From an optimization exercise on the open Yosys and OpenROAD flow, aimed at small area and a short achievable clock period; shortcuts taken in it are not production practice. No run shown here included a check of the RTL's function; only the layout flow was run. In run 1 the design's own scripts or RTL, not TritonCTS, make the clock network. The clock input has no modelled driver; a real chip could not lean on it and would need a root buffer or a full tree.

## flow/design.v (module list and top-level ports; edited modules follow where they fit)
// module csa_fa: 10 lines
// module csa_ha: 9 lines
// module FFT64: 4192 lines
module FFT64 #(
    parameter width = 16
) (
    input                           clk,
    input                           rst_n,
    input                           di_en,
    input       signed  [width-1:0] di_re,
    input       signed  [width-1:0] di_img,
    output reg                      do_en,
    output reg  signed  [width-1:0] do_re,
    output reg  signed  [width-1:0] do_img
);
  // ...
==> flow/flow/run.sh <==
#!/bin/bash
# Layout flow: the standard ORFS flow (standard.sh, unchanged synthesis)
# with these changes to how the layout is made:
#  - timing repair aims at 7.65 ns of setup slack (the clock stays 11 ns),
#  - the port buffers are plain buf_2 cells,
#  - the clock tree is the balanced three-level tree of flow/cts_tree.tcl
#    (hooked in by flow/cts_hook.tcl) instead of TritonCTS's.
# The whole output of the flow goes to standard.log in this folder.
bash standard.sh SETUP_SLACK_MARGIN=7.65 \
  "BUFFER_PORTS_ARGS=-buffer_cell sky130_fd_sc_hd__buf_2" \
  "PRE_CTS_TCL=$PWD/flow/cts_hook.tcl" \
  finish > standard.log 2>&1
==> flow/flow/cts_hook.tcl <==
# Sourced by ORFS's cts.tcl before clock tree synthesis (PRE_CTS_TCL).
# Replaces TritonCTS with the tree of cts_tree.tcl (cts_build2): the
# flip-flops are cut recursively at the median of their placement into leaf
# groups of at most 32 within 80 um half-perimeter, each driven by a
# clkbuf_16; the leaves are grouped the same way under mid-level clkbuf_16s
# (8 leaves each), and those under 4 root clkbuf_16s that the clock port
# drives. Every flip-flop sees three buffers. The rest of cts.tcl
# (legalisation, timing repair) runs as usual.
source [file join [file dirname [info script]] cts_tree.tcl]
rename clock_tree_synthesis tritoncts_clock_tree_synthesis
proc clock_tree_synthesis {args} {
  cts_build2 4 8 32 80 sky130_fd_sc_hd__clkbuf_16
}
==> flow/flow/cts_tree.tcl <==

proc cts_split {pts n} {
  # split pts (list of {obj x y}) into n groups of (nearly) equal size by
  # recursive cuts along the wider dimension
  if {$n <= 1} { return [list $pts] }
  set xs [lmap p $pts {lindex $p 1}]
  set ys [lmap p $pts {lindex $p 2}]
  set dx [expr {[tcl::mathfunc::max {*}$xs] - [tcl::mathfunc::min {*}$xs]}]
  set dy [expr {[tcl::mathfunc::max {*}$ys] - [tcl::mathfunc::min {*}$ys]}]
  set k [expr {$dx >= $dy ? 1 : 2}]
  set s [lsort -integer -index $k $pts]
  set n1 [expr {$n / 2}]
  set n2 [expr {$n - $n1}]
  set h [expr {([llength $s] * $n1 + $n / 2) / $n}]
  set a [lrange $s 0 [expr {$h - 1}]]
  set b [lrange $s $h end]
  return [concat [cts_split $a $n1] [cts_split $b $n2]]
}

proc cts_centroid {pts} {
  set sx 0; set sy 0
  foreach p $pts { set sx [expr {$sx + [lindex $p 1]}]; set sy [expr {$sy + [lindex $p 2]}] }
  set n [llength $pts]
  return [list [expr {$sx / $n}] [expr {$sy / $n}]]
}

proc cts_build {fanouts bufname {leafbuf ""}} {
  set db [ord::get_db]
  set block [ord::get_db_block]
  set master [$db findMaster $bufname]
  if {$leafbuf eq ""} { set leafbuf $bufname }
  set leafmaster [$db findMaster $leafbuf]
  set clk [$block findNet clk]
  set sinks {}
  foreach it [$clk getITerms] {
    set inst [$it getInst]
    set bb [$inst getBBox]
    lappend sinks [list $it [expr {([$bb xMin] + [$bb xMax]) / 2}] [expr {([$bb yMin] + [$bb yMax]) / 2}]]
  }
  set nleaf 1
  foreach f $fanouts { set nleaf [expr {$nleaf * $f}] }
  # groups of sinks per leaf, in bisection order
  set groups [cts_split $sinks $nleaf]
  set level [llength $fanouts]
  set count 0
  # build from the leaves up: children = list of {iterm x y}
  set children {}
  foreach g $groups { lappend children $g }
  for {set l [expr {$level - 1}]} {$l >= 0} {incr l -1} {
    set next {}
    set idx 0
    foreach g $children {
      lassign [cts_centroid $g] cx cy
      set name "cts_L${l}_${idx}"
      set inst [odb::dbInst_create $block [expr {$l == $level - 1 ? $leafmaster : $master}] $name]
      $inst setLocation [expr {int($cx)}] [expr {int($cy)}]
      $inst setPlacementStatus PLACED
      set net [odb::dbNet_create $block "clknet_L${l}_${idx}"]
      $net setSigType CLOCK
      [$inst findITerm X] connect $net
      foreach p $g {
        set it [lindex $p 0]
        $it disconnect
        $it connect $net
      }
      lappend next [list [$inst findITerm A] $cx $cy]
      incr idx
      incr count
    }
    # group the new buffers for the level above
    if {$l > 0} {
      set f [lindex $fanouts $l]
      set ng [expr {[llength $next] / $f}]
      set children {}
      for {set i 0} {$i < [llength $next]} {incr i $f} {
        lappend children [lrange $next $i [expr {$i + $f - 1}]]
      }
    } else {
      foreach p $next { [lindex $p 0] connect $clk }
    }
  }
  puts "my_cts: built [llength $fanouts] levels, $count buffers, $nleaf leaves for [llength $sinks] sinks"
}

proc cts_hp {pts} {
  set xs [lmap p $pts {lindex $p 1}]
  set ys [lmap p $pts {lindex $p 2}]
  return [expr {[tcl::mathfunc::max {*}$xs] - [tcl::mathfunc::min {*}$xs] + [tcl::mathfunc::max {*}$ys] - [tcl::mathfunc::min {*}$ys]}]
}

proc cts_leaves {pts maxn maxhp} {
  # bisect until every group has at most maxn sinks and a bounding box
  # half-perimeter of at most maxhp (database units)
  if {[llength $pts] <= $maxn && [cts_hp $pts] <= $maxhp} { return [list $pts] }
  set parts [cts_split $pts 2]
  return [concat [cts_leaves [lindex $parts 0] $maxn $maxhp] [cts_leaves [lindex $parts 1] $maxn $maxhp]]
}

proc cts_level {block master prefix groups} {
  # one buffer per group at its centroid, driving the group's pins;
  # returns the buffers' input pins as {iterm x y}
  set out {}
  set idx 0
  foreach g $groups {
    lassign [cts_centroid $g] cx cy
    set inst [odb::dbInst_create $block $master "${prefix}_${idx}"]
    $inst setLocation [expr {int($cx)}] [expr {int($cy)}]
    $inst setPlacementStatus PLACED
    set net [odb::dbNet_create $block "clknet_${prefix}_${idx}"]
    $net setSigType CLOCK
    [$inst findITerm X] connect $net
    foreach p $g {
      set it [lindex $p 0]
      $it disconnect
      $it connect $net
    }
    lappend out [list [$inst findITerm A] $cx $cy]
    incr idx
  }
  return $out
}

proc cts_build2 {nroots midfan maxn maxhp_um bufname} {
  # leaves: groups of at most maxn flip-flops within maxhp_um half-perimeter;
  # mids: midfan leaves each; roots: nroots, driven by the clock port
  set db [ord::get_db]
  set block [ord::get_db_block]
  set master [$db findMaster $bufname]
  set clk [$block findNet clk]
  set dbu [$block getDbUnitsPerMicron]
  set sinks {}
  foreach it [$clk getITerms] {
    set inst [$it getInst]
    set bb [$inst getBBox]
    lappend sinks [list $it [expr {([$bb xMin] + [$bb xMax]) / 2}] [expr {([$bb yMin] + [$bb yMax]) / 2}]]
  }
  set leaves [cts_leaves $sinks $maxn [expr {int($maxhp_um * $dbu)}]]
  set lb [cts_level $block $master cts_leaf $leaves]
  set nmid [expr {int(ceil(double([llength $lb]) / $midfan))}]
  set nmid [expr {int(ceil(double($nmid) / $nroots)) * $nroots}]
  set mb [cts_level $block $master cts_mid [cts_split $lb $nmid]]
  set rb [cts_level $block $master cts_root [cts_split $mb $nroots]]
  foreach p $rb { [lindex $p 0] connect $clk }
  puts "my_cts: [llength $sinks] sinks, [llength $leaves] leaves, $nmid mids, $nroots roots"
}
==> flow/standard.sh <==
#!/bin/bash
# synth_recipe.tcl (not shown) runs the flow's synth.tcl, then flattens the netlist and writes it again
# the make line also repeats each setting of config.mk as NAME=value (left out here)
make -C /OpenROAD-flow-scripts/flow DESIGN_CONFIG=/design/flow/config.mk WORK_HOME=/design/flow/orfs CLKGATE_MAP_FILE= SYNTH_SCRIPT=/design/flow/synth_recipe.tcl "${@:-finish}"
==> flow/config.mk <==
export PLATFORM = sky130hd
export DESIGN_NAME = FFT64
export DESIGN_NICKNAME = FFT64
export VERILOG_FILES = /design/flow/design.v
export SDC_FILE = /design/flow/constraint.sdc
export NUM_CORES = 8
export LEC_CHECK = 0
export CAP_MARGIN = 20
export CORE_MARGIN = 2
export CORE_UTILIZATION = 55
export SLEW_MARGIN = 20
export SYNTH_HIERARCHICAL = 1
export SYNTH_MINIMUM_KEEP_SIZE = 0
==> flow/constraint.sdc <==
create_clock -name core_clock -period 11.0 [get_ports {clk}]
set_input_delay 2.2000 -clock core_clock [delete_from_list [all_inputs] [get_ports {clk}]]
set_output_delay 2.2000 -clock core_clock [all_outputs]
set_load 0.01 [all_outputs]
==> results.py, run 1 <==
metrics = {
    "drt": {
        "wl_per_cell_um": 19.6,
        "drt_iter0_drc": 3967,
    },
    "floorplanning": {
        "chipWidth_um": 495,
        "tap_cells": 3185,
    },
    "grt": {
        "grt_pass1_wl_um": 410000,
        "grt_usage_pct": 21.1,
        "global_route.usage.met2_pct": 35.4,
        "antenna_found_initial": 9,
    },
    "critical_path": {
        "crit_chain": "fa_1 -> fa_1 -> ha_4 -> a21o_1 -> a211oi_2 -> o21a_2 -> o31ai_4 -> a211oi_2 -> nor2_1 -> o21ai_1 -> nand2b_1 -> ha_4 -> nor2_4 -> xor2_2 -> o21ai_1",
        "cp_data_required_time_ns": 11.48,
        "crit-reg2reg-capture": "l3_im[2][14]",
        "arrival_ns": 4.19,
    },
    "logic_synthesis": {
        "synth_edf_count": 0,
        "yosysWarnings": 54,
        "muxShareOfSynthArea_pct": 4.61,
        "synth_async_sr_flop_share_pct": 0.476,
    },
    "timing": {
        "setup_ws_ns": 7.30,
    },
    "layout": {
        "nMultiInputCombCells": 5322,
        "antenna_cells": 1,
        "multi_input_area_um2": 46800,
        "final_cell_area_um2": 145000,
        "multi_input_area_share_pct": 32.4,
        "final.fill_count": 19000,
        "final_cell_mix": "4081 x dfxtp_1, 707 x xnor2_1, 586 x nand2_1, 570 x ha_1, 464 x fa_1",
        "area_growth_pct": 8.85,
    },
    "cts": {
        "hold_buffers": 0,
    },
    "placement": {
        "dp_cells": 13100,
    },
    "worst_hold_path": {
        "holdPathStages": 0,
    },
    "outcome": {
        "outcome": "timing/DRC/antenna clean",
    },
}
==> inputs of run 2 (changes only) <==
--- a/flow/design.v
+++ b/flow/design.v
@@ -48,3 +48,3 @@
 reg  [15:0] l6_im [0:0];
-reg  [15:0] o6_re, o6_im;
+wire [15:0] o6_re, o6_im;
 reg  [15:0] ba_re [0:30];
@@ -69,3 +69,3 @@
 always @(posedge clk) begin
-    do_en <= rst_n & (do_en | (f1 && cnt == 6'd54));
+    do_en <= rst_n & (do_en | (f1 && cnt == 6'd53));
 end
@@ -114,3 +114,3 @@
         6'd0: selnx = 2'd1;   
-        6'd1: selnx = 2'd1;   
+        6'd1: selnx = 2'd2;   
         6'd2: selnx = 2'd2;   
@@ -129,34 +129,34 @@
         6'd15: selnx = 2'd2;   
-        6'd16: selnx = 2'd2;   
-        6'd17: selnx = 2'd2;   
-        6'd19: selnx = 2'd1;   
-        6'd20: selnx = 2'd1;   
-        6'd21: selnx = 2'd1;   
-        6'd22: selnx = 2'd1;   
-        6'd23: selnx = 2'd1;   
-        6'd24: selnx = 2'd1;   
-        6'd25: selnx = 2'd1;   
-        6'd26: selnx = 2'd1;   
-        6'd27: selnx = 2'd1;   
-        6'd28: selnx = 2'd1;   
-        6'd29: selnx = 2'd1;   
-        6'd30: selnx = 2'd1;   
-        6'd31: selnx = 2'd1;   
-        6'd32: selnx = 2'd1;   
-        6'd33: selnx = 2'd1;   
-        6'd34: selnx = 2'd3;   
-        6'd35: selnx = 2'd3;   
-        6'd36: selnx = 2'd3;   
-        6'd37: selnx = 2'd3;   
-        6'd38: selnx = 2'd3;   
-        6'd39: selnx = 2'd3;   
-        6'd40: selnx = 2'd3;   
-        6'd41: selnx = 2'd3;   
-        6'd42: selnx = 2'd3;   
-        6'd43: selnx = 2'd3;   
-        6'd44: selnx = 2'd3;   
-        6'd45: selnx = 2'd3;   
-        6'd46: selnx = 2'd3;   
-        6'd47: selnx = 2'd3;   
-        6'd48: selnx = 2'd3;   
+        6'd19: selnx = 2'd3;   
+        6'd20: selnx = 2'd3;   
+        6'd21: selnx = 2'd3;   
+        6'd22: selnx = 2'd3;   
+        6'd23: selnx = 2'd3;   
+        6'd24: selnx = 2'd3;   
+        6'd25: selnx = 2'd3;   
+        6'd26: selnx = 2'd3;   
+        6'd27: selnx = 2'd3;   
+        6'd28: selnx = 2'd3;   
+        6'd29: selnx = 2'd3;   
+        6'd30: selnx = 2'd3;   
+        6'd31: selnx = 2'd3;   
+        6'd32: selnx = 2'd3;   
+        6'd33: selnx = 2'd3;   
+        6'd34: selnx = 2'd1;   
+        6'd35: selnx = 2'd1;   
+        6'd36: selnx = 2'd1;   
+        6'd37: selnx = 2'd1;   
+        6'd38: selnx = 2'd1;   
+        6'd39: selnx = 2'd1;   
+        6'd40: selnx = 2'd1;   
+        6'd41: selnx = 2'd1;   
+        6'd42: selnx = 2'd1;   
+        6'd43: selnx = 2'd1;   
+        6'd44: selnx = 2'd1;   
+        6'd45: selnx = 2'd1;   
+        6'd46: selnx = 2'd1;   
+        6'd47: selnx = 2'd1;   
+        6'd48: selnx = 2'd1;   
+        6'd49: selnx = 2'd1;   
+        6'd50: selnx = 2'd1;   
         6'd51: selnx = 2'd1;   
@@ -177,105 +177,65 @@
 end
-reg [4:0] knx, kx;
 always @(*) begin
-    case (c2)
-        6'd0: knx = 5'd28;
-        6'd1: knx = 5'd30;
-        6'd2: knx = 5'd16;
-        6'd3: knx = 5'd17;
-        6'd4: knx = 5'd18;
-        6'd5: knx = 5'd19;
-        6'd6: knx = 5'd20;
-        6'd7: knx = 5'd21;
-        6'd8: knx = 5'd22;
-        6'd9: knx = 5'd23;
-        6'd10: knx = 5'd24;
-        6'd11: knx = 5'd25;
-        6'd12: knx = 5'd26;
-        6'd13: knx = 5'd27;
-        6'd14: knx = 5'd28;
-        6'd15: knx = 5'd29;
-        6'd16: knx = 5'd30;
-        6'd17: knx = 5'd31;
-        6'd19: knx = 5'd2;
-        6'd20: knx = 5'd4;
-        6'd21: knx = 5'd6;
-        6'd22: knx = 5'd8;
-        6'd23: knx = 5'd10;
-        6'd24: knx = 5'd12;
-        6'd25: knx = 5'd14;
-        6'd26: knx = 5'd16;
-        6'd27: knx = 5'd18;
-        6'd28: knx = 5'd20;
-        6'd29: knx = 5'd22;
-        6'd30: knx = 5'd24;
-        6'd31: knx = 5'd26;
-        6'd32: knx = 5'd28;
-        6'd33: knx = 5'd30;
-        6'd34: knx = 5'd1;
-        6'd35: knx = 5'd2;
-        6'd36: knx = 5'd3;
-        6'd37: knx = 5'd4;
-        6'd38: knx = 5'd5;
-        6'd39: knx = 5'd6;
-        6'd40: knx = 5'd7;
-        6'd41: knx = 5'd8;
-        6'd42: knx = 5'd9;
-        6'd43: knx = 5'd10;
-        6'd44: knx = 5'd11;
-        6'd45: knx = 5'd12;
-        6'd46: knx = 5'd13;
-        6'd47: knx = 5'd14;
-        6'd48: knx = 5'd15;
-        6'd51: knx = 5'd2;
-        6'd52: knx = 5'd4;
-        6'd53: knx = 5'd6;
-        6'd54: knx = 5'd8;
-        6'd55: knx = 5'd10;
-        6'd56: knx = 5'd12;
-        6'd57: knx = 5'd14;
-        6'd58: knx = 5'd16;
-        6'd59: knx = 5'd18;
-        6'd60: knx = 5'd20;
-        6'd61: knx = 5'd22;
-        6'd62: knx = 5'd24;
-        6'd63: knx = 5'd26;
-        default: knx = 5'd0;
-    endcase
-end
-always @(posedge clk) begin
-    kx <= knx;
-end
-always @(*) begin
-    case (kx)
-        5'd1: begin wrx_one = 5'h11; wrx_two = 5'h0; wrx_neg = 5'h1; wix_one = 5'h1; wix_two = 5'h6; wix_neg = 5'h5; end
-        5'd2: begin wrx_one = 5'h13; wrx_two = 5'h0; wrx_neg = 5'h3; wix_one = 5'hc; wix_two = 5'h1; wix_neg = 5'h9; end
-        5'd3: begin wrx_one = 5'h17; wrx_two = 5'h0; wrx_neg = 5'h4; wix_one = 5'hc; wix_two = 5'h3; wix_neg = 5'hd; end
-        5'd4: begin wrx_one = 5'h17; wrx_two = 5'h0; wrx_neg = 5'h6; wix_one = 5'h0; wix_two = 5'hd; wix_neg = 5'h9; end
-        5'd5: begin wrx_one = 5'h12; wrx_two = 5'h5; wrx_neg = 5'h5; wix_one = 5'h1; wix_two = 5'ha; wix_neg = 5'h9; end
-        5'd6: begin wrx_one = 5'h1f; wrx_two = 5'h0; wrx_neg = 5'h8; wix_one = 5'h16; wix_two = 5'h9; wix_neg = 5'h15; end
-        5'd7: begin wrx_one = 5'h18; wrx_two = 5'h3; wrx_neg = 5'h9; wix_one = 5'h18; wix_two = 5'h5; wix_neg = 5'h11; end
-        5'd8: begin wrx_one = 5'h1f; wrx_two = 5'h0; wrx_neg = 5'hc; wix_one = 5'h1f; wix_two = 5'h0; wix_neg = 5'h13; end
-        5'd9: begin wrx_one = 5'h1a; wrx_two = 5'h5; wrx_neg = 5'hd; wix_one = 5'h1a; wix_two = 5'h1; wix_neg = 5'h13; end
-        5'd10: begin wrx_one = 5'h14; wrx_two = 5'h9; wrx_neg = 5'h9; wix_one = 5'h1f; wix_two = 5'h0; wix_neg = 5'h17; end
-        5'd11: begin wrx_one = 5'h1; wrx_two = 5'ha; wrx_neg = 5'h2; wix_one = 5'h10; wix_two = 5'h5; wix_neg = 5'h11; end
-        5'd12: begin wrx_one = 5'h2; wrx_two = 5'hd; wrx_neg = 5'h5; wix_one = 5'h17; wix_two = 5'h0; wix_neg = 5'h11; end
-        5'd13: begin wrx_one = 5'he; wrx_two = 5'h1; wrx_neg = 5'h3; wix_one = 5'h17; wix_two = 5'h0; wix_neg = 5'h13; end
-        5'd14: begin wrx_one = 5'he; wrx_two = 5'h1; wrx_neg = 5'h5; wix_one = 5'h13; wix_two = 5'h0; wix_neg = 5'h10; end
-        5'd15: begin wrx_one = 5'h1; wrx_two = 5'h6; wrx_neg = 5'h2; wix_one = 5'h11; wix_two = 5'h0; wix_neg = 5'h10; end
-        5'd16: begin wrx_one = 5'h0; wrx_two = 5'h0; wrx_neg = 5'h0; wix_one = 5'h10; wix_two = 5'h0; wix_neg = 5'h10; end
-        5'd17: begin wrx_one = 5'h1; wrx_two = 5'h6; wrx_neg = 5'h5; wix_one = 5'h11; wix_two = 5'h0; wix_neg = 5'h10; end
-        5'd18: begin wrx_one = 5'hc; wrx_two = 5'h1; wrx_neg = 5'h9; wix_one = 5'h13; wix_two = 5'h0; wix_neg = 5'h10; end
-        5'd19: begin wrx_one = 5'hc; wrx_two = 5'h3; wrx_neg = 5'hd; wix_one = 5'h17; wix_two = 5'h0; wix_neg = 5'h13; end
-        5'd20: begin wrx_one = 5'h0; wrx_two = 5'hd; wrx_neg = 5'h9; wix_one = 5'h17; wix_two = 5'h0; wix_neg = 5'h11; end
-        5'd21: begin wrx_one = 5'h1; wrx_two = 5'ha; wrx_neg = 5'h9; wix_one = 5'h10; wix_two = 5'h5; wix_neg = 5'h11; end
-        5'd22: begin wrx_one = 5'h16; wrx_two = 5'h9; wrx_neg = 5'h15; wix_one = 5'h1f; wix_two = 5'h0; wix_neg = 5'h17; end
-        5'd23: begin wrx_one = 5'h18; wrx_two = 5'h5; wrx_neg = 5'h11; wix_one = 5'h1a; wix_two = 5'h1; wix_neg = 5'h13; end
-        5'd24: begin wrx_one = 5'h1f; wrx_two = 5'h0; wrx_neg = 5'h13; wix_one = 5'h1f; wix_two = 5'h0; wix_neg = 5'h13; end
-        5'd25: begin wrx_one = 5'h1a; wrx_two = 5'h1; wrx_neg = 5'h13; wix_one = 5'h18; wix_two = 5'h5; wix_neg = 5'h11; end
-        5'd26: begin wrx_one = 5'h1f; wrx_two = 5'h0; wrx_neg = 5'h17; wix_one = 5'h16; wix_two = 5'h9; wix_neg = 5'h15; end
-        5'd27: begin wrx_one = 5'h10; wrx_two = 5'h5; wrx_neg = 5'h11; wix_one = 5'h1; wix_two = 5'ha; wix_neg = 5'h9; end
-        5'd28: begin wrx_one = 5'h17; wrx_two = 5'h0; wrx_neg = 5'h11; wix_one = 5'h0; wix_two = 5'hd; wix_neg = 5'h9; end
-        5'd29: begin wrx_one = 5'h17; wrx_two = 5'h0; wrx_neg = 5'h13; wix_one = 5'hc; wix_two = 5'h3; wix_neg = 5'hd; end
-        5'd30: begin wrx_one = 5'h13; wrx_two = 5'h0; wrx_neg = 5'h10; wix_one = 5'hc; wix_two = 5'h1; wix_neg = 5'h9; end
-        5'd31: begin wrx_one = 5'h11; wrx_two = 5'h0; wrx_neg = 5'h10; wix_one = 5'h1; wix_two = 5'h6; wix_neg = 5'h5; end
+    case (c1)
+        6'd0: begin wrx_one = 5'h11; wrx_two = 5'h0; wrx_neg = 5'h10; wix_one = 5'h1; wix_two = 5'h6; wix_neg = 5'h5; end   
+        6'd1: begin wrx_one = 5'h13; wrx_two = 5'h0; wrx_neg = 5'h3; wix_one = 5'hc; wix_two = 5'h1; wix_neg = 5'h9; end   
+        6'd2: begin wrx_one = 5'h17; wrx_two = 5'h0; wrx_neg = 5'h6; wix_one = 5'h0; wix_two = 5'hd; wix_neg = 5'h9; end   
+        6'd3: begin wrx_one = 5'h1f; wrx_two = 5'h0; wrx_neg = 5'h8; wix_one = 5'h16; wix_two = 5'h9; wix_neg = 5'h15; end   
+        6'd4: begin wrx_one = 5'h1f; wrx_two = 5'h0; wrx_neg = 5'hc; wix_one = 5'h1f; wix_two = 5'h0; wix_neg = 5'h13; end   
+        6'd5: begin wrx_one = 5'h14; wrx_two = 5'h9; wrx_neg = 5'h9; wix_one = 5'h1f; wix_two = 5'h0; wix_neg = 5'h17; end   
+        6'd6: begin wrx_one = 5'h2; wrx_two = 5'hd; wrx_neg = 5'h5; wix_one = 5'h17; wix_two = 5'h0; wix_neg = 5'h11; end   
+        6'd7: begin wrx_one = 5'he; wrx_two = 5'h1; wrx_neg = 5'h5; wix_one = 5'h13; wix_two = 5'h0; wix_neg = 5'h10; end   
+        6'd8: begin wrx_one = 5'h0; wrx_two = 5'h0; wrx_neg = 5'h0; wix_one = 5'h10; wix_two = 5'h0; wix_neg = 5'h10; end   
+        6'd9: begin wrx_one = 5'hc; wrx_two = 5'h1; wrx_neg = 5'h9; wix_one = 5'h13; wix_two = 5'h0; wix_neg = 5'h10; end   
+        6'd10: begin wrx_one = 5'h0; wrx_two = 5'hd; wrx_neg = 5'h9; wix_one = 5'h17; wix_two = 5'h0; wix_neg = 5'h11; end   
+        6'd11: begin wrx_one = 5'h16; wrx_two = 5'h9; wrx_neg = 5'h15; wix_one = 5'h1f; wix_two = 5'h0; wix_neg = 5'h17; end   
+        6'd12: begin wrx_one = 5'h1f; wrx_two = 5'h0; wrx_neg = 5'h13; wix_one = 5'h1f; wix_two = 5'h0; wix_neg = 5'h13; end   
+        6'd13: begin wrx_one = 5'h1f; wrx_two = 5'h0; wrx_neg = 5'h17; wix_one = 5'h16; wix_two = 5'h9; wix_neg = 5'h15; end   
+        6'd14: begin wrx_one = 5'h17; wrx_two = 5'h0; wrx_neg = 5'h11; wix_one = 5'h0; wix_two = 5'hd; wix_neg = 5'h9; end   
+        6'd15: begin wrx_one = 5'h13; wrx_two = 5'h0; wrx_neg = 5'h10; wix_one = 5'hc; wix_two = 5'h1; wix_neg = 5'h9; end   
+        6'd19: begin wrx_one = 5'h13; wrx_two = 5'h0; wrx_neg = 5'h3; wix_one = 5'hc; wix_two = 5'h1; wix_neg = 5'h9; end   
+        6'd20: begin wrx_one = 5'h17; wrx_two = 5'h0; wrx_neg = 5'h6; wix_one = 5'h0; wix_two = 5'hd; wix_neg = 5'h9; end   
+        6'd21: begin wrx_one = 5'h1f; wrx_two = 5'h0; wrx_neg = 5'h8; wix_one = 5'h16; wix_two = 5'h9; wix_neg = 5'h15; end   
+        6'd22: begin wrx_one = 5'h1f; wrx_two = 5'h0; wrx_neg = 5'hc; wix_one = 5'h1f; wix_two = 5'h0; wix_neg = 5'h13; end   
+        6'd23: begin wrx_one = 5'h14; wrx_two = 5'h9; wrx_neg = 5'h9; wix_one = 5'h1f; wix_two = 5'h0; wix_neg = 5'h17; end   
+        6'd24: begin wrx_one = 5'h2; wrx_two = 5'hd; wrx_neg = 5'h5; wix_one = 5'h17; wix_two = 5'h0; wix_neg = 5'h11; end   
+        6'd25: begin wrx_one = 5'he; wrx_two = 5'h1; wrx_neg = 5'h5; wix_one = 5'h13; wix_two = 5'h0; wix_neg = 5'h10; end   
+        6'd26: begin wrx_one = 5'h0; wrx_two = 5'h0; wrx_neg = 5'h0; wix_one = 5'h10; wix_two = 5'h0; wix_neg = 5'h10; end   
+        6'd27: begin wrx_one = 5'hc; wrx_two = 5'h1; wrx_neg = 5'h9; wix_one = 5'h13; wix_two = 5'h0; wix_neg = 5'h10; end   
+        6'd28: begin wrx_one = 5'h0; wrx_two = 5'hd; wrx_neg = 5'h9; wix_one = 5'h17; wix_two = 5'h0; wix_neg = 5'h11; end   
+        6'd29: begin wrx_one = 5'h16; wrx_two = 5'h9; wrx_neg = 5'h15; wix_one = 5'h1f; wix_two = 5'h0; wix_neg = 5'h17; end   
+        6'd30: begin wrx_one = 5'h1f; wrx_two = 5'h0; wrx_neg = 5'h13; wix_one = 5'h1f; wix_two = 5'h0; wix_neg = 5'h13; end   
+        6'd31: begin wrx_one = 5'h1f; wrx_two = 5'h0; wrx_neg = 5'h17; wix_one = 5'h16; wix_two = 5'h9; wix_neg = 5'h15; end   
+        6'd32: begin wrx_one = 5'h17; wrx_two = 5'h0; wrx_neg = 5'h11; wix_one = 5'h0; wix_two = 5'hd; wix_neg = 5'h9; end   
+        6'd33: begin wrx_one = 5'h13; wrx_two = 5'h0; wrx_neg = 5'h10; wix_one = 5'hc; wix_two = 5'h1; wix_neg = 5'h9; end   
+        6'd34: begin wrx_one = 5'h11; wrx_two = 5'h0; wrx_neg = 5'h1; wix_one = 5'h1; wix_two = 5'h6; wix_neg = 5'h5; end   
+        6'd35: begin wrx_one = 5'h13; wrx_two = 5'h0; wrx_neg = 5'h3; wix_one = 5'hc; wix_two = 5'h1; wix_neg = 5'h9; end   
+        6'd36: begin wrx_one = 5'h17; wrx_two = 5'h0; wrx_neg = 5'h4; wix_one = 5'hc; wix_two = 5'h3; wix_neg = 5'hd; end   
+        6'd37: begin wrx_one = 5'h17; wrx_two = 5'h0; wrx_neg = 5'h6; wix_one = 5'h0; wix_two = 5'hd; wix_neg = 5'h9; end   
+        6'd38: begin wrx_one = 5'h12; wrx_two = 5'h5; wrx_neg = 5'h5; wix_one = 5'h1; wix_two = 5'ha; wix_neg = 5'h9; end   
+        6'd39: begin wrx_one = 5'h1f; wrx_two = 5'h0; wrx_neg = 5'h8; wix_one = 5'h16; wix_two = 5'h9; wix_neg = 5'h15; end   
+        6'd40: begin wrx_one = 5'h18; wrx_two = 5'h3; wrx_neg = 5'h9; wix_one = 5'h18; wix_two = 5'h5; wix_neg = 5'h11; end   
+        6'd41: begin wrx_one = 5'h1f; wrx_two = 5'h0; wrx_neg = 5'hc; wix_one = 5'h1f; wix_two = 5'h0; wix_neg = 5'h13; end   
+        6'd42: begin wrx_one = 5'h1a; wrx_two = 5'h5; wrx_neg = 5'hd; wix_one = 5'h1a; wix_two = 5'h1; wix_neg = 5'h13; end   
+        6'd43: begin wrx_one = 5'h14; wrx_two = 5'h9; wrx_neg = 5'h9; wix_one = 5'h1f; wix_two = 5'h0; wix_neg = 5'h17; end   
+        6'd44: begin wrx_one = 5'h1; wrx_two = 5'ha; wrx_neg = 5'h2; wix_one = 5'h10; wix_two = 5'h5; wix_neg = 5'h11; end   
+        6'd45: begin wrx_one = 5'h2; wrx_two = 5'hd; wrx_neg = 5'h5; wix_one = 5'h17; wix_two = 5'h0; wix_neg = 5'h11; end   
+        6'd46: begin wrx_one = 5'he; wrx_two = 5'h1; wrx_neg = 5'h3; wix_one = 5'h17; wix_two = 5'h0; wix_neg = 5'h13; end   
+        6'd47: begin wrx_one = 5'he; wrx_two = 5'h1; wrx_neg = 5'h5; wix_one = 5'h13; wix_two = 5'h0; wix_neg = 5'h10; end   
+        6'd48: begin wrx_one = 5'h1; wrx_two = 5'h6; wrx_neg = 5'h2; wix_one = 5'h11; wix_two = 5'h0; wix_neg = 5'h10; end   
+        6'd49: begin wrx_one = 5'h0; wrx_two = 5'h0; wrx_neg = 5'h0; wix_one = 5'h10; wix_two = 5'h0; wix_neg = 5'h10; end   
+        6'd50: begin wrx_one = 5'h1; wrx_two = 5'h6; wrx_neg = 5'h5; wix_one = 5'h11; wix_two = 5'h0; wix_neg = 5'h10; end   
+        6'd51: begin wrx_one = 5'hc; wrx_two = 5'h1; wrx_neg = 5'h9; wix_one = 5'h13; wix_two = 5'h0; wix_neg = 5'h10; end   
+        6'd52: begin wrx_one = 5'hc; wrx_two = 5'h3; wrx_neg = 5'hd; wix_one = 5'h17; wix_two = 5'h0; wix_neg = 5'h13; end   
+        6'd53: begin wrx_one = 5'h0; wrx_two = 5'hd; wrx_neg = 5'h9; wix_one = 5'h17; wix_two = 5'h0; wix_neg = 5'h11; end   
+        6'd54: begin wrx_one = 5'h1; wrx_two = 5'ha; wrx_neg = 5'h9; wix_one = 5'h10; wix_two = 5'h5; wix_neg = 5'h11; end   
+        6'd55: begin wrx_one = 5'h16; wrx_two = 5'h9; wrx_neg = 5'h15; wix_one = 5'h1f; wix_two = 5'h0; wix_neg = 5'h17; end   
+        6'd56: begin wrx_one = 5'h18; wrx_two = 5'h5; wrx_neg = 5'h11; wix_one = 5'h1a; wix_two = 5'h1; wix_neg = 5'h13; end   
+        6'd57: begin wrx_one = 5'h1f; wrx_two = 5'h0; wrx_neg = 5'h13; wix_one = 5'h1f; wix_two = 5'h0; wix_neg = 5'h13; end   
+        6'd58: begin wrx_one = 5'h1a; wrx_two = 5'h1; wrx_neg = 5'h13; wix_one = 5'h18; wix_two = 5'h5; wix_neg = 5'h11; end   
+        6'd59: begin wrx_one = 5'h1f; wrx_two = 5'h0; wrx_neg = 5'h17; wix_one = 5'h16; wix_two = 5'h9; wix_neg = 5'h15; end   
+        6'd60: begin wrx_one = 5'h10; wrx_two = 5'h5; wrx_neg = 5'h11; wix_one = 5'h1; wix_two = 5'ha; wix_neg = 5'h9; end   
+        6'd61: begin wrx_one = 5'h17; wrx_two = 5'h0; wrx_neg = 5'h11; wix_one = 5'h0; wix_two = 5'hd; wix_neg = 5'h9; end   
+        6'd62: begin wrx_one = 5'h17; wrx_two = 5'h0; wrx_neg = 5'h13; wix_one = 5'hc; wix_two = 5'h3; wix_neg = 5'hd; end   
+        6'd63: begin wrx_one = 5'h13; wrx_two = 5'h0; wrx_neg = 5'h10; wix_one = 5'hc; wix_two = 5'h1; wix_neg = 5'h9; end   
         default: begin wrx_one = 5'h0; wrx_two = 5'h0; wrx_neg = 5'h0; wix_one = 5'h0; wix_two = 5'h0; wix_neg = 5'h0; end
@@ -296,54 +256,54 @@
     case (c2)
+        6'd0: selny = 2'd1;   
         6'd1: selny = 2'd1;   
         6'd2: selny = 2'd1;   
-        6'd3: selny = 2'd1;   
+        6'd3: selny = 2'd2;   
         6'd4: selny = 2'd2;   
         6'd5: selny = 2'd2;   
-        6'd6: selny = 2'd2;   
-        6'd7: selny = 2'd2;   
-        6'd9: selny = 2'd1;   
-        6'd10: selny = 2'd1;   
-        6'd11: selny = 2'd1;   
-        6'd12: selny = 2'd3;   
-        6'd13: selny = 2'd3;   
-        6'd14: selny = 2'd3;   
+        6'd9: selny = 2'd3;   
+        6'd10: selny = 2'd3;   
+        6'd11: selny = 2'd3;   
+        6'd12: selny = 2'd1;   
+        6'd13: selny = 2'd1;   
+        6'd14: selny = 2'd1;   
+        6'd15: selny = 2'd1;   
+        6'd16: selny = 2'd1;   
         6'd17: selny = 2'd1;   
         6'd18: selny = 2'd1;   
-        6'd19: selny = 2'd1;   
+        6'd19: selny = 2'd2;   
         6'd20: selny = 2'd2;   
         6'd21: selny = 2'd2;   
-        6'd22: selny = 2'd2;   
-        6'd23: selny = 2'd2;   
-        6'd25: selny = 2'd1;   
-        6'd26: selny = 2'd1;   
-        6'd27: selny = 2'd1;   
-        6'd28: selny = 2'd3;   
-        6'd29: selny = 2'd3;   
-        6'd30: selny = 2'd3;   
+        6'd25: selny = 2'd3;   
+        6'd26: selny = 2'd3;   
+        6'd27: selny = 2'd3;   
+        6'd28: selny = 2'd1;   
+        6'd29: selny = 2'd1;   
+        6'd30: selny = 2'd1;   
+        6'd31: selny = 2'd1;   
+        6'd32: selny = 2'd1;   
         6'd33: selny = 2'd1;   
         6'd34: selny = 2'd1;   
-        6'd35: selny = 2'd1;   
+        6'd35: selny = 2'd2;   
         6'd36: selny = 2'd2;   
         6'd37: selny = 2'd2;   
-        6'd38: selny = 2'd2;   
-        6'd39: selny = 2'd2;   
-        6'd41: selny = 2'd1;   
-        6'd42: selny = 2'd1;   
-        6'd43: selny = 2'd1;   
-        6'd44: selny = 2'd3;   
-        6'd45: selny = 2'd3;   
-        6'd46: selny = 2'd3;   
+        6'd41: selny = 2'd3;   
+        6'd42: selny = 2'd3;   
+        6'd43: selny = 2'd3;   
+        6'd44: selny = 2'd1;   
+        6'd45: selny = 2'd1;   
+        6'd46: selny = 2'd1;   
+        6'd47: selny = 2'd1;   
+        6'd48: selny = 2'd1;   
         6'd49: selny = 2'd1;   
         6'd50: selny = 2'd1;   
-        6'd51: selny = 2'd1;   
+        6'd51: selny = 2'd2;   
         6'd52: selny = 2'd2;   
         6'd53: selny = 2'd2;   
-        6'd54: selny = 2'd2;   
-        6'd55: selny = 2'd2;   
-        6'd57: selny = 2'd1;   
-        6'd58: selny = 2'd1;   
-        6'd59: selny = 2'd1;   
-        6'd60: selny = 2'd3;   
-        6'd61: selny = 2'd3;   
-        6'd62: selny = 2'd3;   
+        6'd57: selny = 2'd3;   
+        6'd58: selny = 2'd3;   
+        6'd59: selny = 2'd3;   
+        6'd60: selny = 2'd1;   
+        6'd61: selny = 2'd1;   
+        6'd62: selny = 2'd1;   
+        6'd63: selny = 2'd1;   
         default: selny = 2'd0;
@@ -351,72 +311,56 @@
 end
-reg [4:0] kny, ky;
-always @(*) begin
-    case (c2)
-        6'd1: kny = 5'd8;
-        6'd2: kny = 5'd16;
-        6'd3: kny = 5'd24;
-        6'd4: kny = 5'd16;
-        6'd5: kny = 5'd20;
-        6'd6: kny = 5'd24;
-        6'd7: kny = 5'd28;
-        6'd9: kny = 5'd8;
-        6'd10: kny = 5'd16;
-        6'd11: kny = 5'd24;
-        6'd12: kny = 5'd4;
-        6'd13: kny = 5'd8;
-        6'd14: kny = 5'd12;
-        6'd17: kny = 5'd8;
-        6'd18: kny = 5'd16;
-        6'd19: kny = 5'd24;
-        6'd20: kny = 5'd16;
-        6'd21: kny = 5'd20;
-        6'd22: kny = 5'd24;
-        6'd23: kny = 5'd28;
-        6'd25: kny = 5'd8;
-        6'd26: kny = 5'd16;
-        6'd27: kny = 5'd24;
-        6'd28: kny = 5'd4;
-        6'd29: kny = 5'd8;
-        6'd30: kny = 5'd12;
-        6'd33: kny = 5'd8;
-        6'd34: kny = 5'd16;
-        6'd35: kny = 5'd24;
-        6'd36: kny = 5'd16;
-        6'd37: kny = 5'd20;
-        6'd38: kny = 5'd24;
-        6'd39: kny = 5'd28;
-        6'd41: kny = 5'd8;
-        6'd42: kny = 5'd16;
-        6'd43: kny = 5'd24;
-        6'd44: kny = 5'd4;
-        6'd45: kny = 5'd8;
-        6'd46: kny = 5'd12;
-        6'd49: kny = 5'd8;
-        6'd50: kny = 5'd16;
-        6'd51: kny = 5'd24;
-        6'd52: kny = 5'd16;
-        6'd53: kny = 5'd20;
-        6'd54: kny = 5'd24;
-        6'd55: kny = 5'd28;
-        6'd57: kny = 5'd8;
-        6'd58: kny = 5'd16;
-        6'd59: kny = 5'd24;
-        6'd60: kny = 5'd4;
-        6'd61: kny = 5'd8;
-        6'd62: kny = 5'd12;
-        default: kny = 5'd0;
-    endcase
-end
-always @(posedge clk) begin
-    ky <= kny;
-end
 always @(*) begin
-    case (ky)
-        5'd4: begin wry_one = 5'h17; wry_two = 5'h0; wry_neg = 5'h6; wiy_one = 5'h0; wiy_two = 5'hd; wiy_neg = 5'h9; end
-        5'd8: begin wry_one = 5'h1f; wry_two = 5'h0; wry_neg = 5'hc; wiy_one = 5'h1f; wiy_two = 5'h0; wiy_neg = 5'h13; end
-        5'd12: begin wry_one = 5'h2; wry_two = 5'hd; wry_neg = 5'h5; wiy_one = 5'h17; wiy_two = 5'h0; wiy_neg = 5'h11; end
-        5'd16: begin wry_one = 5'h0; wry_two = 5'h0; wry_neg = 5'h0; wiy_one = 5'h10; wiy_two = 5'h0; wiy_neg = 5'h10; end
-        5'd20: begin wry_one = 5'h0; wry_two = 5'hd; wry_neg = 5'h9; wiy_one = 5'h17; wiy_two = 5'h0; wiy_neg = 5'h11; end
-        5'd24: begin wry_one = 5'h1f; wry_two = 5'h0; wry_neg = 5'h13; wiy_one = 5'h1f; wiy_two = 5'h0; wiy_neg = 5'h13; end
-        5'd28: begin wry_one = 5'h17; wry_two = 5'h0; wry_neg = 5'h11; wiy_one = 5'h0; wiy_two = 5'hd; wiy_neg = 5'h9; end
+    case (c1)
+        6'd0: begin wry_one = 5'h0; wry_two = 5'hd; wry_neg = 5'h9; wiy_one = 5'h17; wiy_two = 5'h0; wiy_neg = 5'h11; end   
+        6'd1: begin wry_one = 5'h1f; wry_two = 5'h0; wry_neg = 5'h13; wiy_one = 5'h1f; wiy_two = 5'h0; wiy_neg = 5'h13; end   
+        6'd2: begin wry_one = 5'h17; wry_two = 5'h0; wry_neg = 5'h11; wiy_one = 5'h0; wiy_two = 5'hd; wiy_neg = 5'h9; end   
+        6'd3: begin wry_one = 5'h1f; wry_two = 5'h0; wry_neg = 5'hc; wiy_one = 5'h1f; wiy_two = 5'h0; wiy_neg = 5'h13; end   
+        6'd4: begin wry_one = 5'h0; wry_two = 5'h0; wry_neg = 5'h0; wiy_one = 5'h10; wiy_two = 5'h0; wiy_neg = 5'h10; end   
+        6'd5: begin wry_one = 5'h1f; wry_two = 5'h0; wry_neg = 5'h13; wiy_one = 5'h1f; wiy_two = 5'h0; wiy_neg = 5'h13; end   
+        6'd9: begin wry_one = 5'h1f; wry_two = 5'h0; wry_neg = 5'hc; wiy_one = 5'h1f; wiy_two = 5'h0; wiy_neg = 5'h13; end   
+        6'd10: begin wry_one = 5'h0; wry_two = 5'h0; wry_neg = 5'h0; wiy_one = 5'h10; wiy_two = 5'h0; wiy_neg = 5'h10; end   
+        6'd11: begin wry_one = 5'h1f; wry_two = 5'h0; wry_neg = 5'h13; wiy_one = 5'h1f; wiy_two = 5'h0; wiy_neg = 5'h13; end   
+        6'd12: begin wry_one = 5'h17; wry_two = 5'h0; wry_neg = 5'h6; wiy_one = 5'h0; wiy_two = 5'hd; wiy_neg = 5'h9; end   
+        6'd13: begin wry_one = 5'h1f; wry_two = 5'h0; wry_neg = 5'hc; wiy_one = 5'h1f; wiy_two = 5'h0; wiy_neg = 5'h13; end   
+        6'd14: begin wry_one = 5'h2; wry_two = 5'hd; wry_neg = 5'h5; wiy_one = 5'h17; wiy_two = 5'h0; wiy_neg = 5'h11; end   
+        6'd15: begin wry_one = 5'h0; wry_two = 5'h0; wry_neg = 5'h0; wiy_one = 5'h10; wiy_two = 5'h0; wiy_neg = 5'h10; end   
+        6'd16: begin wry_one = 5'h0; wry_two = 5'hd; wry_neg = 5'h9; wiy_one = 5'h17; wiy_two = 5'h0; wiy_neg = 5'h11; end   
+        6'd17: begin wry_one = 5'h1f; wry_two = 5'h0; wry_neg = 5'h13; wiy_one = 5'h1f; wiy_two = 5'h0; wiy_neg = 5'h13; end   
+        6'd18: begin wry_one = 5'h17; wry_two = 5'h0; wry_neg = 5'h11; wiy_one = 5'h0; wiy_two = 5'hd; wiy_neg = 5'h9; end   
+        6'd19: begin wry_one = 5'h1f; wry_two = 5'h0; wry_neg = 5'hc; wiy_one = 5'h1f; wiy_two = 5'h0; wiy_neg = 5'h13; end   
+        6'd20: begin wry_one = 5'h0; wry_two = 5'h0; wry_neg = 5'h0; wiy_one = 5'h10; wiy_two = 5'h0; wiy_neg = 5'h10; end   
+        6'd21: begin wry_one = 5'h1f; wry_two = 5'h0; wry_neg = 5'h13; wiy_one = 5'h1f; wiy_two = 5'h0; wiy_neg = 5'h13; end   
+        6'd25: begin wry_one = 5'h1f; wry_two = 5'h0; wry_neg = 5'hc; wiy_one = 5'h1f; wiy_two = 5'h0; wiy_neg = 5'h13; end   
+        6'd26: begin wry_one = 5'h0; wry_two = 5'h0; wry_neg = 5'h0; wiy_one = 5'h10; wiy_two = 5'h0; wiy_neg = 5'h10; end   
+        6'd27: begin wry_one = 5'h1f; wry_two = 5'h0; wry_neg = 5'h13; wiy_one = 5'h1f; wiy_two = 5'h0; wiy_neg = 5'h13; end   
+        6'd28: begin wry_one = 5'h17; wry_two = 5'h0; wry_neg = 5'h6; wiy_one = 5'h0; wiy_two = 5'hd; wiy_neg = 5'h9; end   
+        6'd29: begin wry_one = 5'h1f; wry_two = 5'h0; wry_neg = 5'hc; wiy_one = 5'h1f; wiy_two = 5'h0; wiy_neg = 5'h13; end   
+        6'd30: begin wry_one = 5'h2; wry_two = 5'hd; wry_neg = 5'h5; wiy_one = 5'h17; wiy_two = 5'h0; wiy_neg = 5'h11; end   
+        6'd31: begin wry_one = 5'h0; wry_two = 5'h0; wry_neg = 5'h0; wiy_one = 5'h10; wiy_two = 5'h0; wiy_neg = 5'h10; end   
+        6'd32: begin wry_one = 5'h0; wry_two = 5'hd; wry_neg = 5'h9; wiy_one = 5'h17; wiy_two = 5'h0; wiy_neg = 5'h11; end   
+        6'd33: begin wry_one = 5'h1f; wry_two = 5'h0; wry_neg = 5'h13; wiy_one = 5'h1f; wiy_two = 5'h0; wiy_neg = 5'h13; end   
+        6'd34: begin wry_one = 5'h17; wry_two = 5'h0; wry_neg = 5'h11; wiy_one = 5'h0; wiy_two = 5'hd; wiy_neg = 5'h9; end   
+        6'd35: begin wry_one = 5'h1f; wry_two = 5'h0; wry_neg = 5'hc; wiy_one = 5'h1f; wiy_two = 5'h0; wiy_neg = 5'h13; end   
+        6'd36: begin wry_one = 5'h0; wry_two = 5'h0; wry_neg = 5'h0; wiy_one = 5'h10; wiy_two = 5'h0; wiy_neg = 5'h10; end   
+        6'd37: begin wry_one = 5'h1f; wry_two = 5'h0; wry_neg = 5'h13; wiy_one = 5'h1f; wiy_two = 5'h0; wiy_neg = 5'h13; end   
+        6'd41: begin wry_one = 5'h1f; wry_two = 5'h0; wry_neg = 5'hc; wiy_one = 5'h1f; wiy_two = 5'h0; wiy_neg = 5'h13; end   
+        6'd42: begin wry_one = 5'h0; wry_two = 5'h0; wry_neg = 5'h0; wiy_one = 5'h10; wiy_two = 5'h0; wiy_neg = 5'h10; end   
+        6'd43: begin wry_one = 5'h1f; wry_two = 5'h0; wry_neg = 5'h13; wiy_one = 5'h1f; wiy_two = 5'h0; wiy_neg = 5'h13; end   
+        6'd44: begin wry_one = 5'h17; wry_two = 5'h0; wry_neg = 5'h6; wiy_one = 5'h0; wiy_two = 5'hd; wiy_neg = 5'h9; end   
+        6'd45: begin wry_one = 5'h1f; wry_two = 5'h0; wry_neg = 5'hc; wiy_one = 5'h1f; wiy_two = 5'h0; wiy_neg = 5'h13; end   
+        6'd46: begin wry_one = 5'h2; wry_two = 5'hd; wry_neg = 5'h5; wiy_one = 5'h17; wiy_two = 5'h0; wiy_neg = 5'h11; end   
+        6'd47: begin wry_one = 5'h0; wry_two = 5'h0; wry_neg = 5'h0; wiy_one = 5'h10; wiy_two = 5'h0; wiy_neg = 5'h10; end   
+        6'd48: begin wry_one = 5'h0; wry_two = 5'hd; wry_neg = 5'h9; wiy_one = 5'h17; wiy_two = 5'h0; wiy_neg = 5'h11; end   
+        6'd49: begin wry_one = 5'h1f; wry_two = 5'h0; wry_neg = 5'h13; wiy_one = 5'h1f; wiy_two = 5'h0; wiy_neg = 5'h13; end   
+        6'd50: begin wry_one = 5'h17; wry_two = 5'h0; wry_neg = 5'h11; wiy_one = 5'h0; wiy_two = 5'hd; wiy_neg = 5'h9; end   
+        6'd51: begin wry_one = 5'h1f; wry_two = 5'h0; wry_neg = 5'hc; wiy_one = 5'h1f; wiy_two = 5'h0; wiy_neg = 5'h13; end   
+        6'd52: begin wry_one = 5'h0; wry_two = 5'h0; wry_neg = 5'h0; wiy_one = 5'h10; wiy_two = 5'h0; wiy_neg = 5'h10; end   
+        6'd53: begin wry_one = 5'h1f; wry_two = 5'h0; wry_neg = 5'h13; wiy_one = 5'h1f; wiy_two = 5'h0; wiy_neg = 5'h13; end   
+        6'd57: begin wry_one = 5'h1f; wry_two = 5'h0; wry_neg = 5'hc; wiy_one = 5'h1f; wiy_two = 5'h0; wiy_neg = 5'h13; end   
+        6'd58: begin wry_one = 5'h0; wry_two = 5'h0; wry_neg = 5'h0; wiy_one = 5'h10; wiy_two = 5'h0; wiy_neg = 5'h10; end   
+        6'd59: begin wry_one = 5'h1f; wry_two = 5'h0; wry_neg = 5'h13; wiy_one = 5'h1f; wiy_two = 5'h0; wiy_neg = 5'h13; end   
+        6'd60: begin wry_one = 5'h17; wry_two = 5'h0; wry_neg = 5'h6; wiy_one = 5'h0; wiy_two = 5'hd; wiy_neg = 5'h9; end   
+        6'd61: begin wry_one = 5'h1f; wry_two = 5'h0; wry_neg = 5'hc; wiy_one = 5'h1f; wiy_two = 5'h0; wiy_neg = 5'h13; end   
+        6'd62: begin wry_one = 5'h2; wry_two = 5'hd; wry_neg = 5'h5; wiy_one = 5'h17; wiy_two = 5'h0; wiy_neg = 5'h11; end   
+        6'd63: begin wry_one = 5'h0; wry_two = 5'h0; wry_neg = 5'h0; wiy_one = 5'h10; wiy_two = 5'h0; wiy_neg = 5'h10; end   
         default: begin wry_one = 5'h0; wry_two = 5'h0; wry_neg = 5'h0; wiy_one = 5'h0; wiy_two = 5'h0; wiy_neg = 5'h0; end
@@ -436,4 +380,4 @@
 always @(posedge clk) begin
-    ax_re <= (selx == 2'd1) ? dif2_re : (selx == 2'd2) ? l1_re[16] : dif1_re;
-    ax_im <= (selx == 2'd1) ? dif2_im : (selx == 2'd2) ? l1_im[16] : dif1_im;
+    ax_re <= (selx == 2'd1) ? dif1_re : (selx == 2'd2) ? l2_re[13] : dif2_re;
+    ax_im <= (selx == 2'd1) ? dif1_im : (selx == 2'd2) ? l2_im[13] : dif2_im;
     rx_one <= wrx_one;
@@ -456,4 +400,4 @@
 always @(posedge clk) begin
-    ay_re <= (sely == 2'd1) ? dif4_re : (sely == 2'd2) ? l3_re[4] : dif3_re;
-    ay_im <= (sely == 2'd1) ? dif4_im : (sely == 2'd2) ? l3_im[4] : dif3_im;
+    ay_re <= (sely == 2'd1) ? dif3_re : (sely == 2'd2) ? l4_re[1] : dif4_re;
+    ay_im <= (sely == 2'd1) ? dif3_im : (sely == 2'd2) ? l4_im[1] : dif4_im;
     ry_one <= wry_one;
@@ -2740,3 +2684,3 @@
     l1_re[1] <= l1_re[0];
-    l1_re[2] <= (selx_qq == 2'd3) ? mx_re : l1_re[1];
+    l1_re[2] <= (selx_qq == 2'd1) ? mx_re : l1_re[1];
     l1_re[3] <= l1_re[2];
@@ -2757,3 +2701,3 @@
     l1_re[18] <= l1_re[17];
-    l1_re[19] <= (selx_qq == 2'd2) ? mx_re : l1_re[18];
+    l1_re[19] <= l1_re[18];
     l1_re[20] <= l1_re[19];
@@ -2773,3 +2717,3 @@
     l1_im[1] <= l1_im[0];
-    l1_im[2] <= (selx_qq == 2'd3) ? mx_im : l1_im[1];
+    l1_im[2] <= (selx_qq == 2'd1) ? mx_im : l1_im[1];
     l1_im[3] <= l1_im[2];
@@ -2790,3 +2734,3 @@
     l1_im[18] <= l1_im[17];
-    l1_im[19] <= (selx_qq == 2'd2) ? mx_im : l1_im[18];
+    l1_im[19] <= l1_im[18];
     l1_im[20] <= l1_im[19];
@@ -3054,3 +2998,3 @@
     l2_re[1] <= l2_re[0];
-    l2_re[2] <= (selx_qq == 2'd1) ? mx_re : l2_re[1];
+    l2_re[2] <= (selx_qq == 2'd3) ? mx_re : l2_re[1];
     l2_re[3] <= l2_re[2];
@@ -3068,6 +3012,6 @@
     l2_re[15] <= l2_re[14];
-    o2_re <= p2_2 ? sum2_re : l2_re[15];
+    o2_re <= p2_2 ? sum2_re : (selx_qq == 2'd2) ? mx_re : l2_re[15];
     l2_im[0] <= p2_2 ? dif2_im : o1_im;
     l2_im[1] <= l2_im[0];
-    l2_im[2] <= (selx_qq == 2'd1) ? mx_im : l2_im[1];
+    l2_im[2] <= (selx_qq == 2'd3) ? mx_im : l2_im[1];
     l2_im[3] <= l2_im[2];
@@ -3085,3 +3029,3 @@
     l2_im[15] <= l2_im[14];
-    o2_im <= p2_2 ? sum2_im : l2_im[15];
+    o2_im <= p2_2 ? sum2_im : (selx_qq == 2'd2) ? mx_im : l2_im[15];
 end
@@ -3336,3 +3280,3 @@
     l3_re[1] <= l3_re[0];
-    l3_re[2] <= (sely_qq == 2'd3) ? my_re : l3_re[1];
+    l3_re[2] <= (sely_qq == 2'd1) ? my_re : l3_re[1];
     l3_re[3] <= l3_re[2];
@@ -3341,3 +3285,3 @@
     l3_re[6] <= l3_re[5];
-    l3_re[7] <= (sely_qq == 2'd2) ? my_re : l3_re[6];
+    l3_re[7] <= l3_re[6];
     o3_re <= p2_3 ? sum3_re : l3_re[7];
@@ -3345,3 +3289,3 @@
     l3_im[1] <= l3_im[0];
-    l3_im[2] <= (sely_qq == 2'd3) ? my_im : l3_im[1];
+    l3_im[2] <= (sely_qq == 2'd1) ? my_im : l3_im[1];
     l3_im[3] <= l3_im[2];
@@ -3350,3 +3294,3 @@
     l3_im[6] <= l3_im[5];
-    l3_im[7] <= (sely_qq == 2'd2) ? my_im : l3_im[6];
+    l3_im[7] <= l3_im[6];
     o3_im <= p2_3 ? sum3_im : l3_im[7];
@@ -3602,10 +3546,10 @@
     l4_re[1] <= l4_re[0];
-    l4_re[2] <= (sely_qq == 2'd1) ? my_re : l4_re[1];
+    l4_re[2] <= (sely_qq == 2'd3) ? my_re : l4_re[1];
     l4_re[3] <= l4_re[2];
-    o4_re <= p2_4 ? sum4_re : l4_re[3];
+    o4_re <= p2_4 ? sum4_re : (sely_qq == 2'd2) ? my_re : l4_re[3];
     l4_im[0] <= p2_4 ? dif4_im : o3_im;
     l4_im[1] <= l4_im[0];
-    l4_im[2] <= (sely_qq == 2'd1) ? my_im : l4_im[1];
+    l4_im[2] <= (sely_qq == 2'd3) ? my_im : l4_im[1];
     l4_im[3] <= l4_im[2];
-    o4_im <= p2_4 ? sum4_im : l4_im[3];
+    o4_im <= p2_4 ? sum4_im : (sely_qq == 2'd2) ? my_im : l4_im[3];
 end
@@ -4168,9 +4112,9 @@
     l6_re[0] <= p2_6 ? dif6_re : o5_re;
-    o6_re <= p2_6 ? sum6_re : l6_re[0];
     l6_im[0] <= p2_6 ? dif6_im : o5_im;
-    o6_im <= p2_6 ? sum6_im : l6_im[0];
 end
-wire [5:0] ua = cnx - 6'd5;
-wire [5:0] ub = cnx - 6'd36;
-wire [5:0] uc = cnx - 6'd50;
+assign o6_re = p2_6 ? sum6_re : l6_re[0];
+assign o6_im = p2_6 ? sum6_im : l6_im[0];
+wire [5:0] ua = cnx - 6'd4;
+wire [5:0] ub = cnx - 6'd35;
+wire [5:0] uc = cnx - 6'd49;
 reg sa, sb, sc;
==> flow/flow/run.sh (replaced) <==
#!/bin/bash
# Layout flow: the standard ORFS flow (standard.sh, unchanged synthesis)
# with these changes to how the layout is made:
#  - timing repair aims at 7.3 ns of setup slack (the clock stays 11 ns),
#  - the port buffers are plain buf_2 cells,
#  - clock-tree sinks are clustered in groups of up to 24 within 100 um.
# The whole output of the flow goes to standard.log in this folder.
bash standard.sh SETUP_SLACK_MARGIN=7.3 \
  "BUFFER_PORTS_ARGS=-buffer_cell sky130_fd_sc_hd__buf_2" \
  CTS_CLUSTER_SIZE=24 CTS_CLUSTER_DIAMETER=100 \
  finish > standard.log 2>&1
removed: flow/flow/cts_hook.tcl
removed: flow/flow/cts_tree.tcl
==> results.py, run 2 <==
metrics = {
    "cts": {
        "htreeDepth": 4,
        "hold_buffers": 0,
        "worstSkewPairLatency_ns": 0.89,
        "ctsRootBufferMaster": "clkbuf_16",
        "cts-buffers-inserted": 196,
        "cts_buffer_depth": 3,
        "cts_tree": "yes",
        "clk_pin_slew_worst_paths_ns": 0.09,
        "cts_sinks": 4155,
    },
    "critical_path": {
        "arrival_ns": 4.45,
        "critPathBufInv": 0,
        "path_delay_family": "adder cells",
        "cp_data_required_time_ns": 11.73,
        "r2r_start": "my_im_a1",
        "crit_path_end_kind": "flip-flop",
        "critPathLaunch": "my_im_a1",
        "cp_num_cells": 16,
        "crit_type": "flip-flop to flip-flop",
        "max_stage_delay_ns": 0.55,
        "crit_fanout": 3,
        "crit_chain": "fa_1 -> fa_1 -> ha_4 -> a21o_1 -> a21oi_4 -> o21ai_1 -> a31o_2 -> a41o_1 -> a41oi_2 -> nand2b_1 -> ha_2 -> nor2_2 -> xor2_1 -> nor2_1 -> a211oi_1 -> a21oi_1",
        "r2r_cells": 16,
        "slowest_stage": "fa_1",
        "start_kind": "flip-flop",
        "crit-reg2reg-capture": "o4_im[14]",
        "rrSetupSlack_ns": 7.28,
        "cp_common_cell": "fa_1",
    },
    "drt": {
        "dr.pass1.iters": 6,
        "routed_wirelength_um": 276000,
        "via_per_inst": 5.28,
        "wl_per_cell_um": 20.6,
        "vias": 70800,
        "drt_iter0_drc": 4584,
        "ant_nets": 0,
        "drc": 0,
    },
    "worst_hold_path": {
        "min_path_type": "flip-flop to flip-flop",
        "worst_hold_path.endpoint": "l1_re[1][10]",
        "hold_start": "l1_re[0][10]",
        "holdPathStages": 0,
    },
    "logic_synthesis": {
        "postSynthAreaPerCell_um2": 12.8,
        "synth_async_sr_flop_share_pct": 0.481,
        "yosysWarnings": 61,
        "synth_top_area_share_pct": 62.5,
        "ys_types": 86,
        "synth_flop_cell": "dfxtp_1",
        "yosysMostFrequentCell": "dfxtp_1",
        "ys_seq_area_share_pct": 62.8,
        "syn_inst": 10400,
        "yosys-top-cells-area": "dfxtp_1 62%, fa_1 7.0%, ha_1 5.4%, xnor2_1 4.0%, mux2_2 2.8%",
        "yosys.area.top_type": "dfxtp_1",
        "ys_seq_elements": 4155,
        "synth_edf_count": 0,
        "synth_area_um2": 133000,
        "yosys-top-cells-count": "4135 x dfxtp_1, 603 x xnor2_1, 576 x ha_1, 576 x nand2_1, 482 x nor2_1",
    },
    "layout": {
        "seq_area_um2": 83400,
        "area_growth_pct": 7.12,
        "final_common_cell": "dfxtp_1",
        "multi_input_area_um2": 46800,
        "final.fill_count": 19200,
        "final_cell_mix": "4083 x dfxtp_1, 603 x xnor2_1, 575 x nand2_1, 563 x ha_1, 470 x nor2_1",
        "largestRegisters": "l1_im: 512 flops, l1_re: 512 flops",
        "drive_gt1_share_pct": 9.06,
        "layout.cells.non_filler": 13400,
        "final_util_pct": 59.1,
        "fin_nets": 11300,
    },
    "grt": {
        "gr-total-overflow": 0,
        "grt_usage_pct": 22.5,
        "antenna_found_initial": 15,
        "grt_max_degree": 85,
        "grt_pass1_vias": 72300,
        "grt_pass1_wl_um": 428000,
    },
    "timing": {
        "max_freq_mhz": 269,
        "fin_tns_setup_ns": 0,
        "setup_viol": 0,
        "timing.final.crit_share_pct": 33.8,
        "drv_slew": 0,
        "fin_crit_ns": 3.72,
        "rsz0062_at_grt": "yes",
        "slew_headroom_pct": 18.3,
        "worst_slew_pin_slew_ns": 1.22,
        "skew_ns": 0.0659,
        "hold_viol_final": 0,
    },
    "floorplanning": {
        "core_area_um2": 240000,
        "rows": 180,
        "ios": 68,
        "chipWidth_um": 495,
        "die_area_um2": 245000,
        "die_h_um": 495,
        "initial_core_util_pct": 55.2,
    },
    "placement": {
        "dp_hpwl_um": 188000,
        "dp_cells": 13200,
        "io_buffers": 67,
        "routabilityCongestion": 0.851,
    },
    "job": {
        "cap_violations": 0,
    },
    "outcome": {
        "outcome": "timing/DRC/antenna clean",
    },
}
-- run 2: changes by cell type after synthesis, sizes merged, moves of 23 or more --
cell	previous run	this run
a21o	77	129
a21oi	235	304
dfxtp	4179	4135
mux2	361	328
mux2i	206	183
nand3	34	70
nor2	440	482
nor2b	43	80
nor3	77	105
o21ai	445	336
xnor2	708	603
-- run 2: final cells by class --
type	count	share of cell area, %
multi-input cells	5438	33.0
repair buffers	180	0.923
inverters	234	0.623
well taps	3185	2.81
diodes	1	0.00176
clock inverters	24	0.376
flip-flops and latches	4155	58.7
clock buffers	206	3.53
-- run 2: metrics by stage --
stage	setup WS (ns)	hold WS [ns]	instance area [µm²]
detailed placement	6.71	0.312	136000
global route	7.08	0.283	142000
global placement	6.67	0.310	136000
floorplan	7.30	0.310	133000
finish	7.28	0.288	142000
CTS	7.23	0.277	141000
-- run 2: repair_timing --
action	in CTS	in global routing
buffers inserted	17	15
gates cloned	0	3
pin swaps	34	35
gates resized for setup	41	91
endpoints found under the setup margin	97	86
-- run 2: cells by family (layout without fill, tap and decap cells) --
| logic type | Yosys count | after routing | share of synthesized area, % |
|---|---|---|---|
| flip-flops | 4155 | 4155 | 62.8 |
| adder cells (fa/ha/maj) | 1058 | 1058 | 12.6 |
| other | 1 | 3 | 0.00283 |
| buffers and inverters | 761 | 644 | 2.16 |
| multiplexers | 515 | 515 | 4.24 |
| AND/OR/NAND/NOR | 1520 | 1520 | 5.09 |
| XOR/XNOR | 777 | 777 | 5.14 |
| AO/OA/AOI/OAI | 1566 | 1566 | 7.94 |
-- run 2: routing by layer --
metal  part of all wire, %  vias to the layer above  GRT usage, %
met1                    45                    34600          30.5
met5                0.0047                        -             0
met2                    47                     1610          37.3
li1                      -                    34100             -
met4                   3.5                        2          7.50
met3                   4.5                      499          3.20
-- run 2: worst max path at each step --
stage,end,slack (ns)
after floorplan,o2_im[14],7.30
after global placement,o4_im[14],6.67
after detailed placement,o4_im[14],6.71
after CTS,o4_im[10],7.23
after global routing,o4_re[14],7.08
final,o4_im[14],7.28
-- run 2: Yosys stat by module, one instance, submodules excluded --
| module | flops+latches | copies in the design | cell area [µm²] |
|---|---|---|---|
| FFT64 | 4155 | 1 | 118000 |
| csa_fa | 0 | 464 | 20.0 |
| csa_ha | 0 | 420 | 12.5 |

## afterwards: timing with drivers on the ports
How much do the figures lean on ideal ports? The routed layouts below were timed once more, with nothing changed but the port constraints. Step 1 assumes that a clkbuf_16 drives the clock port and a buf_2 every other input. Step 2 times the ports against the registers' clock, not the clock port: input delays grow and output delays shrink by t, the midpoint of the rising clock arrivals with the driver on. a / b / c = no drivers / after step 1 / after step 2; a / b = the first two.
run	t, ns	setup slack, ns	slew at the worst register clock pin (ns)	cell pins on the clock port's net
run 1	0.833	7.297 / 7.297 / 7.297	0.11 / 0.11	4
run 2	0.954	7.281 / 7.281 / 7.281	0.10 / 0.10	1
After both steps setup and hold are still met in every run listed.
